Background: an optimization exercise with open tools, aiming at small area and a short achievable clock period. Do not read the settings as production practice.
RTL that was checked went through simulation tests only; none was proved equivalent to the original.
Function not checked in runs 2 and 3: the RTL went through the layout flow alone.

[design/flow/flow/run.sh]
#!/bin/bash
# The standard layout (standard.sh), with the input and output ports
# buffered by the two-drive buffer cell instead of the flow's default one.
# The full output of the flow goes to flow.log in this folder.
export BUFFER_PORTS_ARGS="-buffer_cell sky130_fd_sc_hd__buf_2"
bash standard.sh > flow.log 2>&1
[design/flow/standard.sh]
#!/bin/bash
# synth_recipe.tcl (not shown) runs the flow's synth.tcl, then flattens the netlist and writes it again
# the make line also repeats each setting of config.mk as NAME=value (left out here)
make -C /OpenROAD-flow-scripts/flow DESIGN_CONFIG=/design/flow/config.mk WORK_HOME=/design/flow/orfs CLKGATE_MAP_FILE= SYNTH_SCRIPT=/design/flow/synth_recipe.tcl "${@:-finish}"
[design/flow/config.mk]
export PLATFORM = sky130hd
export DESIGN_NAME = ks_vandana_fp_div
export DESIGN_NICKNAME = ks_vandana_fp_div
export VERILOG_FILES = /design/flow/design.v
export SDC_FILE = /design/flow/constraint.sdc
export NUM_CORES = 4
export LEC_CHECK = 0
export CAP_MARGIN = 20
export CORE_MARGIN = 2
export CORE_UTILIZATION = 40
export CTS_BUF_LIST = sky130_fd_sc_hd__clkbuf_8
export SLEW_MARGIN = 90
export SYNTH_HIERARCHICAL = 1
[design/flow/constraint.sdc]
create_clock -name core_clock -period 120.0 [get_ports {clk}]
set_input_delay 24.0000 -clock core_clock [delete_from_list [all_inputs] [get_ports {clk}]]
set_output_delay 24.0000 -clock core_clock [all_outputs]
set_load 0.01 [all_outputs]
[design/flow/design.v]
module ks_vandana_fp_div(
	a1,
	b1,
	c,
	clk
);
	input wire [31:0] a1;
	input wire [31:0] b1;
	input wire clk;
	output wire [31:0] c;
	localparam integer K1 = 3;
	wire        sc0 = a1[31] ^ b1[31];
	wire [7:0]  e0  = (a1[30:23] - b1[30:23]) + 8'd127;
	wire        q1  = a1[22] | ~b1[22];
	wire [26:0] ys [2:13];
	wire [26:0] yc [2:13];
	wire [23:0] mbv [1:13];
	wire [2:0]  dig [2:13];    
	wire [24:0] vs, vc;        
	assign mbv[1] = {1'b1, b1[22:0]};
	assign ys[2] = {2'b00, 1'b1, a1[22:0], q1};
	assign yc[2] = q1 ? ~{1'b0, 1'b1, b1[22:0], 2'b00} : 27'd0;
	reg        sc1, sc2;
	reg [7:0]  e1, e2;
	reg [22:0] mb1;
	reg [26:0] ys1, yc1;
	reg [24:0] vs2, vc2;
	reg        q1_1, q1_2;
	reg [3*K1-1:3] dg1;         
	reg [35:0] dg2;             
	genvar j;
	generate
		for (j = 2; j <= 13; j = j + 1) begin : step
			wire [26:0] s_in, c_in;
			wire [23:0] mb;
			if (j == K1 + 1) begin : from1
				assign s_in = ys1;
				assign c_in = yc1;
				assign mb = {1'b1, mb1};
			end else begin : direct
				assign s_in = ys[j];
				assign c_in = yc[j];
				assign mb = mbv[j-1];
			end
			assign mbv[j] = mb;
			wire qpos, two, one;
			r4_sel u_sel (.sh(s_in[26:20]), .ch(c_in[26:20]), .di(mb[22:20]),
				.qpos(qpos), .two(two), .one(one));
			wire [2:0] q = {qpos, two, one};
			wire [24:0] so, co;
			wire [24:0] mbl = {1'b0, mb};
			wire [24:0] mbh = {mb, 1'b0};
			genvar i;
			for (i = (j == 2) ? 0 : 2; i < 25; i = i + 1) begin : bt
				wire m = ((one & mbl[i]) | (two & mbh[i])) ^ qpos;
				r4_fa u_fa (.a(s_in[i]), .b(c_in[i]), .ci(m), .s(so[i]), .co(co[i]));
			end
			if (j > 2) begin : blo
				for (i = 0; i < 2; i = i + 1) begin : bl
					wire m = ((one & mbl[i]) | (two & mbh[i])) ^ qpos;
					assign so[i] = m;
					assign co[i] = 1'b0;
				end
			end
			wire [24:0] wc = {co[23:0], qpos};
			assign dig[j] = q;
			if (j < 13) begin : nxt
				assign ys[j+1] = {so, 2'b00};
				assign yc[j+1] = {wc, 2'b00};
			end else begin : last
				assign vs = so;
				assign vc = wc;
			end
		end
	endgenerate
	wire [3*12-1:0] dall;
	generate
		for (j = 2; j <= 13; j = j + 1) begin : gath
			assign dall[3*(13-j)+2:3*(13-j)] = dig[j];
		end
	endgenerate
	always @(posedge clk) begin
		sc1 <= sc0;
		e1 <= e0;
		mb1 <= b1[22:0];
		q1_1 <= q1;
		ys1 <= ys[K1+1];
		yc1 <= yc[K1+1];
		dg1 <= dall[35:36-3*(K1-1)];
		sc2 <= sc1;
		e2 <= e1;
		q1_2 <= q1_1;
		vs2 <= vs;
		vc2 <= vc;
		dg2 <= {dg1, dall[35-3*(K1-1):0]};
	end
	wire [35:0] dq = dg2;
	wire [24:0] qp, qn;
	assign qp[24] = q1_2;
	assign qn[24] = 1'b0;
	generate
		for (j = 2; j <= 13; j = j + 1) begin : conv
			wire [2:0] d = dq[3*(13-j)+2:3*(13-j)];
			assign qp[2*(13-j)+1:2*(13-j)] = d[2] ? d[1:0] : 2'b00;
			assign qn[2*(13-j)+1:2*(13-j)] = d[2] ? 2'b00 : d[1:0];
		end
	endgenerate
	wire [24:0] v = vs2 + vc2;
	wire [24:0] f = qp - qn - {24'd0, v[24]};
	wire [22:0] frac = f[23] ? f[22:0] : {f[21:0], 1'b0};
	wire [7:0]  ex = f[23] ? e2 : e2 - 8'd1;
	assign c = {sc2, ex, frac};
endmodule
module r4_sel(sh, ch, di, qpos, two, one);
input wire [6:0] sh; input wire [6:0] ch; input wire [2:0] di; output wire qpos, two, one;
wire [6:0] e = sh + ch;
wire ge1 = ~e[6] & (e[5] | e[4] | e[3] | (e[2] & (~di[2] | e[1])));
wire ge0 = ~e[6] | (e[5] & e[4] & e[3] & (e[2] | (di[2] ? (e[1] | e[0]) : (e[1] & e[0]))));
reg ge2, gem1;
always @(*) begin
  case (di)
    3'd0: begin ge2 = ~e[6] & (e[5:0] >= 6'd12); gem1 = ~e[6] | (e[5:0] >= 6'd51); end
    3'd1: begin ge2 = ~e[6] & (e[5:0] >= 6'd14); gem1 = ~e[6] | (e[5:0] >= 6'd49); end
    3'd2: begin ge2 = ~e[6] & (e[5:0] >= 6'd15); gem1 = ~e[6] | (e[5:0] >= 6'd48); end
    3'd3: begin ge2 = ~e[6] & (e[5:0] >= 6'd16); gem1 = ~e[6] | (e[5:0] >= 6'd46); end
    3'd4: begin ge2 = ~e[6] & (e[5:0] >= 6'd18); gem1 = ~e[6] | (e[5:0] >= 6'd44); end
    3'd5: begin ge2 = ~e[6] & (e[5:0] >= 6'd20); gem1 = ~e[6] | (e[5:0] >= 6'd44); end
    3'd6: begin ge2 = ~e[6] & (e[5:0] >= 6'd20); gem1 = ~e[6] | (e[5:0] >= 6'd42); end
    3'd7: begin ge2 = ~e[6] & (e[5:0] >= 6'd24); gem1 = ~e[6] | (e[5:0] >= 6'd40); end
  endcase
end
assign qpos = ge1;
assign two = ge2 | ~gem1;
assign one = (ge1 & ~ge2) | (gem1 & ~ge0);
endmodule
module r4_fa(a, b, ci, s, co);
	input wire a;
	input wire b;
	input wire ci;
	output wire s;
	output wire co;
	assign s = a ^ b ^ ci;
	assign co = (a & b) | (a & ci) | (b & ci);
endmodule
==> results of run 1 <==
modules after synthesis (local to each module, per instance):
| module | flip-flops and latches | times used | cell area (µm²) | cells inside |
|---|---|---|---|---|
| r4_fa | 0 | 278 | 20.0 | 1 |
| r4_sel | 0 | 12 | 504 | 64 |
| ks_vandana_fp_div | 177 | 1 | 11600 | 1296 |
how the worst min path moves through the flow:
stage / slack, ps / from / cells after the start / to
CTS: 340 / e1[1] / 0 / e2[1]
detailed placement: 310 / e1[6] / 0 / e2[6]
global placement: 310 / sc1 / 0 / sc2
floorplan: 310 / dg1[3] / 0 / dg2[30]
cells in the mapped netlist, drive strengths merged (16+ instances only):
cell	number	area, µm²
a211oi	39	353
a21oi	71	370
a22oi	264	1980
a311o	24	240
buf	18	90.1
clkbuf	153	574
dfxtp	177	3540
fa	291	5830
ha	128	1600
inv	66	250
mux2	25	282
mux2i	20	200
nand2	62	233
nand2b	23	144
nand3	19	168
nor2	105	394
nor3	19	95.1
nor3b	26	195
o21a	16	120
o21ai	75	375
o32ai	36	405
or2	37	231
xnor2	327	2860
xor2	44	385
stage by stage:
stage | worst slack, ps | util | hold slack (ps) | instances
floorplan | 86260 | - | 310 | 2365
global placement | 87900 | 0.427 | 310 | 3086
detailed placement | 34220 | 0.793 | 312 | 4379
CTS | 32970 | 0.800 | 337 | 4411
logic make-up after synthesis:
kind of cell               synth area share
and+or+nand+nor                      0.0878
AOI/OAI and AO/OA                     0.235
DFF                                   0.152
xor gates and xnor gates              0.140
muxes                                0.0207
buffers and inverters                0.0394
adders and majority gates             0.325
other                              0.000323
==> metrics.csv, run 1 <==
stage;metric;value;unit
outcome;status;aborted with a tool error;
outcome;stop_stage;global routing (5_1_grt);
outcome;toolErrorMsg;[ERROR DPL-0038] Utilization greater than 100%, impossible to legalize;
die;fp.dieW;245;µm
yosys;synthDistinctLibCells;80;
yosys;async_flop_share;0;
clocking;cts.htree.levels;4;
clocking;cts_root_buf;clkbuf_8;
yosys;yosys_register_bits;177;
clocking;cts_buffers;17;
yosys;dominantRegCellSynth;dfxtp_1;
yosys;syn_inst;2342;
clocking;cts_setup_buffers;0;
global_route;grt_max_degree;19;
die;rows;88;
yosys;synth.avg_cell_area;9.92;µm²
placement;numPortBuffers;96;
placement;place_area;0.0457;mm²
yosys;synth_edf_count;0;
placement;gp_congestion;0.871;
clocking;holdBufCountCts;0;
die;io_pins;97;
yosys;yosysSeqAreaShare;0.152;
die;die_h;245;µm
placement;dp_hpwl;101000;µm
die;initial_core_util;0.404;
clocking;cts_sinks;177;
clocking;cts_buffer_depth;2;
yosys;yosys_warnings;8;
yosys;netlist_area;0.0232;mm²
clocking;cts_resized;0;
==> run 2, diff against run 1 <==
--- a/design/flow/design.v
+++ b/design/flow/design.v
@@ -48,16 +48,22 @@
 				.qpos(qpos), .two(two), .one(one));
 			wire [2:0] q = {qpos, two, one};
 			wire [24:0] so, co;
+			wire one_b, two_b, qpos_b;
+			r4_buf u_b1 (.a(one), .y(one_b));
+			r4_buf u_b2 (.a(two), .y(two_b));
+			r4_buf u_b3 (.a(qpos), .y(qpos_b));
 			wire [24:0] mbl = {1'b0, mb};
 			wire [24:0] mbh = {mb, 1'b0};
 			genvar i;
 			for (i = (j == 2) ? 0 : 2; i < 25; i = i + 1) begin : bt
-				wire m = ((one & mbl[i]) | (two & mbh[i])) ^ qpos;
+				wire m = (i >= 16) ? (((one & mbl[i]) | (two & mbh[i])) ^ qpos)
+					: (((one_b & mbl[i]) | (two_b & mbh[i])) ^ qpos_b);
 				r4_fa u_fa (.a(s_in[i]), .b(c_in[i]), .ci(m), .s(so[i]), .co(co[i]));
 			end
 			if (j > 2) begin : blo
 				for (i = 0; i < 2; i = i + 1) begin : bl
-					wire m = ((one & mbl[i]) | (two & mbh[i])) ^ qpos;
+					wire m = (i >= 16) ? (((one & mbl[i]) | (two & mbh[i])) ^ qpos)
+					: (((one_b & mbl[i]) | (two_b & mbh[i])) ^ qpos_b);
 					assign so[i] = m;
 					assign co[i] = 1'b0;
 				end
@@ -142,3 +148,8 @@
 	assign s = a ^ b ^ ci;
 	assign co = (a & b) | (a & ci) | (b & ci);
 endmodule
+module r4_buf(a, y);
+	input wire a;
+	output wire y;
+	assign y = a;
+endmodule
==> design/flow/run.sh (new file) <==
#!/bin/bash
# synth_recipe.tcl (not shown) runs the flow's synth.tcl, then flattens the netlist and writes it again
# the make line also repeats each setting of config.mk as NAME=value (left out here)
make -C /OpenROAD-flow-scripts/flow DESIGN_CONFIG=/design/flow/config.mk WORK_HOME=/design/flow/orfs CLKGATE_MAP_FILE= SYNTH_SCRIPT=/design/flow/synth_recipe.tcl finish
--- a/design/flow/config.mk
+++ b/design/flow/config.mk
@@ -8,6 +8,5 @@
 export CAP_MARGIN = 20
 export CORE_MARGIN = 2
 export CORE_UTILIZATION = 40
-export CTS_BUF_LIST = sky130_fd_sc_hd__clkbuf_8
-export SLEW_MARGIN = 90
+export SLEW_MARGIN = 20
 export SYNTH_HIERARCHICAL = 1
removed: design/flow/flow/run.sh
removed: design/flow/standard.sh
==> metrics.csv, run 2 <==
stage;metric;value;unit;change
clocking;cts_setup_buffers;0;;unchanged
placement;dp_hpwl;44700;µm;-56%
timing;slew_violations;0;;
outcome;status;timing/DRC/antenna clean;;
final_layout;syn_to_final_growth;8.96;%;
timing;setup_viol;0;;
global_route;grt_pass1_vias;18100;;
yosys;synthDistinctLibCells;72;;-10%
final_layout;largest_reg_flops;36;;
clocking;cts_tree;built;;
yosys;async_flop_share;0;;unchanged
global_route;grt_usage;0.190;;
critical_path;worst_setup_path_start_kind;flip-flop;;
clocking;cts_resized;0;;unchanged
yosys;yosys.area.top_type;fa_1;;
critical_path;cp_max_fo;25;;
die;core_area;0.0578;mm²;
critical_path;cp.required;120320;ps;
timing;finalCritPeriodShare;0.283;;
timing;rsz0062_at_grt;no;;
critical_path;cp_common_cell;fa_1;;
die;io_pins;97;;unchanged
global_route;grt_pass1_wl;94600;µm;
timing;skew;16.4;ps;
yosys;yosys_register_bits;177;;unchanged
die;dieArea;0.0606;mm²;
timing;setup-tns-final;0;ps;
placement;gp_congestion;0.866;;-0.57%
final_layout;largestRegisters;dg2 (36), vs2 (25), ys1 (25);;
yosys;syn_inst;2380;;+1.6%
clocking;cts.htree.levels;4;;unchanged
route;wl_per_cell;18.6;µm;
final_layout;final_core_util;0.442;;
die;initial_core_util;0.406;;+0.00221
yosys;synth.most_common_cell;xnor2_1;;
die;rows;88;;unchanged
timing;max_slew_margin;0.296;;
yosys;yosys-top-cells-area;fa_1, dfxtp_1, xnor2_1;;
clocking;path_clk_slew;80;ps;
route;antenna_left;0;;
yosys;netlist_area;0.0235;mm²;+0.93%
route;wirelength;57900;µm;
critical_path;crit_path_max_incr_delay;670;ps;
final_layout;regMostFlops;dg2;;
yosys;synth_top_area_share;0.248;;-0.00231
clocking;holdBufCountCts;0;;unchanged
yosys;synth_common_cells;xnor2_1, fa_1, a22oi_1;;
clocking;cts_buffer_depth;2;;unchanged
critical_path;cp_slowest_cell;fa_1;;
route;drtIter0Drc;1012;;
placement;pre_cts_slack;86070;ps;+51850 ps
final_layout;final_nets;2812;;
timing;hold_violations;0;;
clocking;cts_root_buf;clkbuf_16;;
worst_hold_path;hold_path.class;reg -> reg;;
run;drv_cap;0;;
critical_path;arrival;34310;ps;
timing;worst_slack;86010;ps;
yosys;yosysSeqAreaShare;0.151;;-0.00141
timing;fmax;29.4;MHz;
yosys;synth_edf_count;0;;unchanged
placement;numPortBuffers;96;;unchanged
final_layout;diodes;0;;
yosys;synth.avg_cell_area;9.86;µm²;-0.68%
clocking;clock_latency;460;ps;
timing;worst_pin_slew;1060;ps;
route;drcViolationCount;0;;
global_route;antenna_found_initial;0;;
critical_path;endpoint_kind;flip-flop;;
critical_path;critPathBufInv;10;;
global_route;overflow;0;;
timing;min_period;33990;ps;
global_route;grt_max_degree;91;;
critical_path;path_class;reg -> reg;;
route;post_drt_via_cell_ratio;5.74;;
final_layout;mostFrequentLayoutCell;xnor2_1;;
die;die_h;246;µm;+0.46%
final_layout;layout_common_cells;xnor2_1, fa_1, a22oi_1, dfxtp_1, ha_1;;
yosys;dominantRegCellSynth;dfxtp_1;;
route;num_vias;17800;;
critical_path;crit_family;adder cells;;
clocking;cts_sinks;177;;unchanged
final_layout;nFillCells;5486;;
route;first_pass_iters;5;;
clocking;cts_buffers;17;;unchanged
yosys;yosys_warnings;8;;unchanged
final_layout;drive_gt1_frac;0.0854;;
die;fp.dieW;246;µm;+0.46%
-- run 2: cell types whose count changed after synthesis, sizes merged, moves of 4 or more --
cell,previous run,this run
buf,18,50
mux2,25,30
xor2,44,51
mux2i,20,15
clkbuf,153,169
a21o,11,15
nand4,4,8
-- run 2: final cells by class --
class                   count  area, µm²  area share
clock buffers              17        425      0.0166
clock inverters            15        188     0.00734
inverters                  68        255     0.00999
multi-input cells        1939      19000       0.744
flip-flops and latches    177       3550       0.139
well taps                 765        957      0.0374
repair buffers            125       1180      0.0461
-- run 2: kinds of logic after synthesis --
family          synth area share
compound gates             0.228
xor+xnor                   0.140
mux                       0.0208
fa+ha+maj                  0.322
buf+inv                   0.0523
other cells             0.000320
flops                      0.151
simple gates              0.0850
-- run 2: per-module statistics from Yosys (local to each module, per instance) --
module	times used	flops+latches
r4_sel	12	0
ks_vandana_fp_div	1	177
r4_fa	278	0
r4_buf	36	0
-- run 2: final timing paths --
kind            end  cells past startpoint     from  slack [ps]
min reg2reg     sc2                      0      sc1         330
min             sc2                      0      sc1         330
max reg2reg  vs2[6]                    100  ys1[20]       86010
max          vs2[6]                    100  ys1[20]       86010
-- run 2: per-layer routing --
metal,vias to the layer above,global-route usage,wire (µm)
li1,8390,-,-
met3,55,0.0225,1990
met1,9029,0.261,27200
met2,368,0.320,27900
met4,0,0.0371,701
met5,-,0,0
-- run 2: metrics by stage --
step / std cells / instance area, µm² / hold slack [ps]
6_report: 3106 / 25600 / 329
5_1_grt: 3106 / 25600 / 336
4_1_cts: 3106 / 25600 / 330
3_5_place_dp: 3074 / 24900 / 312
3_3_place_gp: 3074 / 24900 / 310
2_1_floorplan: 2403 / 23500 / 310
==> run 3, diff against run 2 <==
--- a/design/flow/design.v
+++ b/design/flow/design.v
@@ -44,29 +44,18 @@
 			end
 			assign mbv[j] = mb;
 			wire qpos, two, one;
-			r4_sel u_sel (.sh(s_in[26:20]), .ch(c_in[26:20]), .di(mb[22:20]),
-				.qpos(qpos), .two(two), .one(one));
+			wire [24:0] m;
+			r4_ctl u_ctl (.sh(s_in[26:20]), .ch(c_in[26:20]), .mb(mb),
+				.qpos(qpos), .two(two), .one(one), .m(m));
 			wire [2:0] q = {qpos, two, one};
 			wire [24:0] so, co;
-			wire one_b, two_b, qpos_b;
-			r4_buf u_b1 (.a(one), .y(one_b));
-			r4_buf u_b2 (.a(two), .y(two_b));
-			r4_buf u_b3 (.a(qpos), .y(qpos_b));
-			wire [24:0] mbl = {1'b0, mb};
-			wire [24:0] mbh = {mb, 1'b0};
 			genvar i;
 			for (i = (j == 2) ? 0 : 2; i < 25; i = i + 1) begin : bt
-				wire m = (i >= 16) ? (((one & mbl[i]) | (two & mbh[i])) ^ qpos)
-					: (((one_b & mbl[i]) | (two_b & mbh[i])) ^ qpos_b);
-				r4_fa u_fa (.a(s_in[i]), .b(c_in[i]), .ci(m), .s(so[i]), .co(co[i]));
+				r4_fa u_fa (.a(s_in[i]), .b(c_in[i]), .ci(m[i]), .s(so[i]), .co(co[i]));
 			end
 			if (j > 2) begin : blo
-				for (i = 0; i < 2; i = i + 1) begin : bl
-					wire m = (i >= 16) ? (((one & mbl[i]) | (two & mbh[i])) ^ qpos)
-					: (((one_b & mbl[i]) | (two_b & mbh[i])) ^ qpos_b);
-					assign so[i] = m;
-					assign co[i] = 1'b0;
-				end
+				assign so[1:0] = m[1:0];
+				assign co[1:0] = 2'b00;
 			end
 			wire [24:0] wc = {co[23:0], qpos};
 			assign dig[j] = q;
@@ -139,6 +128,18 @@
 assign two = ge2 | ~gem1;
 assign one = (ge1 & ~ge2) | (gem1 & ~ge0);
 endmodule
+module r4_ctl(sh, ch, mb, qpos, two, one, m);
+	input wire [6:0] sh;
+	input wire [6:0] ch;
+	input wire [23:0] mb;
+	output wire qpos;
+	output wire two;
+	output wire one;
+	output wire [24:0] m;
+	r4_sel u_sel (.sh(sh), .ch(ch), .di(mb[22:20]), .qpos(qpos), .two(two), .one(one));
+	wire [24:0] t = ({25{one}} & {1'b0, mb}) | ({25{two}} & {mb, 1'b0});
+	assign m = t ^ {25{qpos}};
+endmodule
 module r4_fa(a, b, ci, s, co);
 	input wire a;
 	input wire b;
@@ -148,8 +149,3 @@
 	assign s = a ^ b ^ ci;
 	assign co = (a & b) | (a & ci) | (b & ci);
 endmodule
-module r4_buf(a, y);
-	input wire a;
-	output wire y;
-	assign y = a;
-endmodule
==> metrics.csv, run 3 <==
stage;metric;value;unit;change
route;antenna_left;0;;unchanged
global_route;grt_max_degree;59;;-35%
clocking;cts_root_buf;clkbuf_16;;
route;highest_layer;met4;;
route;wirelength;66700;µm;+15%
route;wl_met1;30100;µm;+10%
global_route;grt_usage;0.202;;+0.0125
yosys;synthSimpleGateAreaFrac;0.0960;;+0.0111
placement;dp_cells;3352;;+9.0%
final_layout;final_nets;3013;;+7.1%
die;initial_core_util;0.403;;-0.00297
final_layout;fin_area;0.0277;mm²;+8.5%
timing;setup-tns-final;0;ps;unchanged
timing;hold_violations;0;;unchanged
final_layout;largest_reg_flops;36;;unchanged
placement;gp_congestion;0.868;;+0.16%
yosys;synth_top_family_by_area;adder cells;;
clocking;path_clk_slew;70;ps;about the same
yosys;syn_inst;2452;;+3.0%
yosys;synth.avg_cell_area;10.3;µm²;+4.6%
die;fp.dieW;255;µm;+3.7%
worst_hold_path;hold_path.class;reg -> reg;;
die;io_pins;97;;unchanged
clocking;cts_sinks;177;;unchanged
timing;fmax;24.9;MHz;-15%
clocking;cts.htree.levels;4;;unchanged
critical_path;crit_path_max_incr_delay;910;ps;+240 ps
clocking;cts_setup_buffers;0;;unchanged
timing;skew;14.6;ps;-1.83 ps
clocking;cts_resized;0;;unchanged
yosys;dominantRegCellSynth;dfxtp_1;;
route;drtIter0Drc;1317;;+30%
route;met2_length;32500;µm;+16%
yosys;synth_xor_area_frac;0.147;;+0.00680
final_layout;diodes;0;;unchanged
critical_path;worst_setup_path_start_kind;flip-flop;;
final_layout;largestRegisters;dg2 (36), vs2 (25), ys1 (25);;
run;drv_cap;0;;unchanged
route;wl_met3;2930;µm;+47%
route;post_drt_via_cell_ratio;5.75;;about the same
die;die_h;255;µm;+3.7%
final_layout;final_core_util;0.442;;about the same
timing;max_slew_margin;0.217;;-0.0785
critical_path;endpoint_kind;flip-flop;;
route;first_pass_iters;5;;unchanged
global_route;grt_pass1_wl;108000;µm;+14%
critical_path;cp_max_fo;28;;+12%
die;dieArea;0.0652;mm²;+7.6%
timing;min_period;40110;ps;+6120 ps
clocking;cts_buffer_depth;2;;unchanged
yosys;netlist_area;0.0253;mm²;+7.7%
placement;numPortBuffers;96;;unchanged
global_route;antenna_found_initial;0;;unchanged
yosys;synth_edf_count;0;;unchanged
clocking;clock_latency;470;ps;about the same
final_layout;finalNonFillerCells;3387;;+9.0%
final_layout;drive_gt1_frac;0.163;;+0.0775
yosys;yosys_warnings;8;;unchanged
timing;finalCritPeriodShare;0.334;;+0.0510
critical_path;cp_slowest_cell;a31oi_4;;
final_layout;mostFrequentLayoutCell;xnor2_1;;
yosys;async_flop_share;0;;unchanged
critical_path;arrival;40450;ps;+6140 ps
critical_path;path_class;reg -> reg;;
global_route;overflow;0;;unchanged
route;num_vias;19500;;+9.1%
yosys;synth_common_cells;xnor2_1, fa_1, a22oi_2;;
timing;rsz0062_at_grt;no;;
critical_path;cp.required;120340;ps;+20 ps
yosys;synthDistinctLibCells;78;;+8.3%
route;wl_per_cell;19.7;µm;+5.7%
yosys;synth.most_common_cell;xnor2_1;;
final_layout;regMostFlops;dg2;;
yosys;yosys-top-cells-area;fa_1, dfxtp_1, xnor2_1;;
yosys;synth_top_area_share;0.231;;-0.0178
timing;setup_viol;0;;unchanged
clocking;cts_buffers;17;;unchanged
die;core_area;0.0627;mm²;+8.5%
die;rows;92;;+4.5%
placement;dp_hpwl;51700;µm;+16%
yosys;synth-compound-area-share;0.251;;+0.0223
yosys;yosysSeqAreaShare;0.140;;-0.0108
global_route;grt_pass1_vias;20000;;+11%
clocking;cts_tree;built;;
yosys;yosys.area.top_type;fa_1;;
placement;place_area;0.0270;mm²;+8.3%
timing;worst_pin_slew;1170;ps;+116 ps
yosys;yosys.area_share.adder;0.299;;-0.0231
outcome;status;timing/DRC/antenna clean;;
yosys;synthMuxAreaShare;0.0126;;-0.00823
clocking;holdBufCountCts;0;;unchanged
final_layout;layout_common_cells;xnor2_1, fa_1, a22oi_2, dfxtp_1, ha_1;;
critical_path;cp_common_cell;fa_1;;
timing;slew_violations;0;;unchanged
yosys;yosys_register_bits;177;;unchanged
final_layout;syn_to_final_growth;9.70;%;
route;drcViolationCount;0;;unchanged
[run 3: worst paths after layout]
kind,end,startpoint,depth (start not counted),slack (ps)
worst min register to register,e2[5],e1[5],0,330
worst min-delay path,e2[5],e1[5],0,330
worst max-delay path,vs2[3],ys1[20],119,79890
worst max register to register,vs2[3],ys1[20],119,79890
[run 3: Yosys stat by module (local to each module, per instance)]
module,area (µm²),times used,cells,flip-flops and latches
r4_sel,548,12,76,0
r4_fa,20.0,278,1,0
ks_vandana_fp_div,6450,1,578,177
r4_ctl,557,12,57,0
[run 3: layout make-up]
class                           count  area [µm²]
Timing Repair Buffer              136        1360
Inverter                           81         304
Tap cell                          846        1060
Sequential cell                   177        3550
Clock buffer                       17         425
Clock inverter                     14         160
Multi-Input combinational cell   2116       20900
Fill cell                        5867       35000
[run 3: worst max-delay path, delay by kind of cell, from the launching register on]
kind,cells,cell delay (ps)
compound gates,57,18720
fa+ha+maj,30,12120
xor+xnor,20,4880
buf+inv,7,2750
simple gates,5,1000
flops,1,330
[run 3: metrics by stage]
| step | hold WS, ps | setup slack (ps) |
|---|---|---|
| CTS | 331 | 78470 |
| floorplan | 310 | 87950 |
| detailed placement | 313 | 78610 |
| global route | 335 | 77320 |
| finish | 331 | 79890 |
| global placement | 311 | 79600 |
[run 3: logic make-up (layout without fill, tap and decap cells)]
kind of cell    Yosys count  after routing
compound gates          714            714
xor+xnor                402            402
fa+ha+maj               431            431
buf+inv                 206            248
flops                   177            177
mux                      30             30
other cells               2             49
simple gates            490            490
[run 3: per-layer routing]
| metal | global-route usage | vias to the layer above |
|---|---|---|
| met5 | 0 | - |
| met3 | 0.0283 | 76 |
| met2 | 0.346 | 543 |
| met1 | 0.270 | 9887 |
| met4 | 0.0444 | 0 |
| li1 | - | 8959 |

re-timing with driven ports:
How much do the figures lean on ideal ports? The routed layouts below were timed once more, with nothing changed but the port constraints. Step 1 sets driving cells, clkbuf_16 on the clock port and buf_2 on the other inputs (assumed; they add their load-dependent delay and slew). Step 2, shift: input delay + t, output delay - t, t = (earliest + latest rising clock arrival at the registers) / 2. This alone moves slack from input paths to output paths. Slacks: no drivers / after step 1 / after step 2; pairs: no drivers / after step 1.
run	t (ns)	slack for setup (ns)	hold slack, ns	worst setup path at the end	worst data-port slew with drivers (ns)
run 2	0.499	86.013 / 86.013 / 86.013	0.329 / 0.329 / 0.329	register to register	0.04
run 3	0.523	79.893 / 79.893 / 79.893	0.331 / 0.331 / 0.331	register to register	0.06
After both steps every run listed still meets setup and hold.
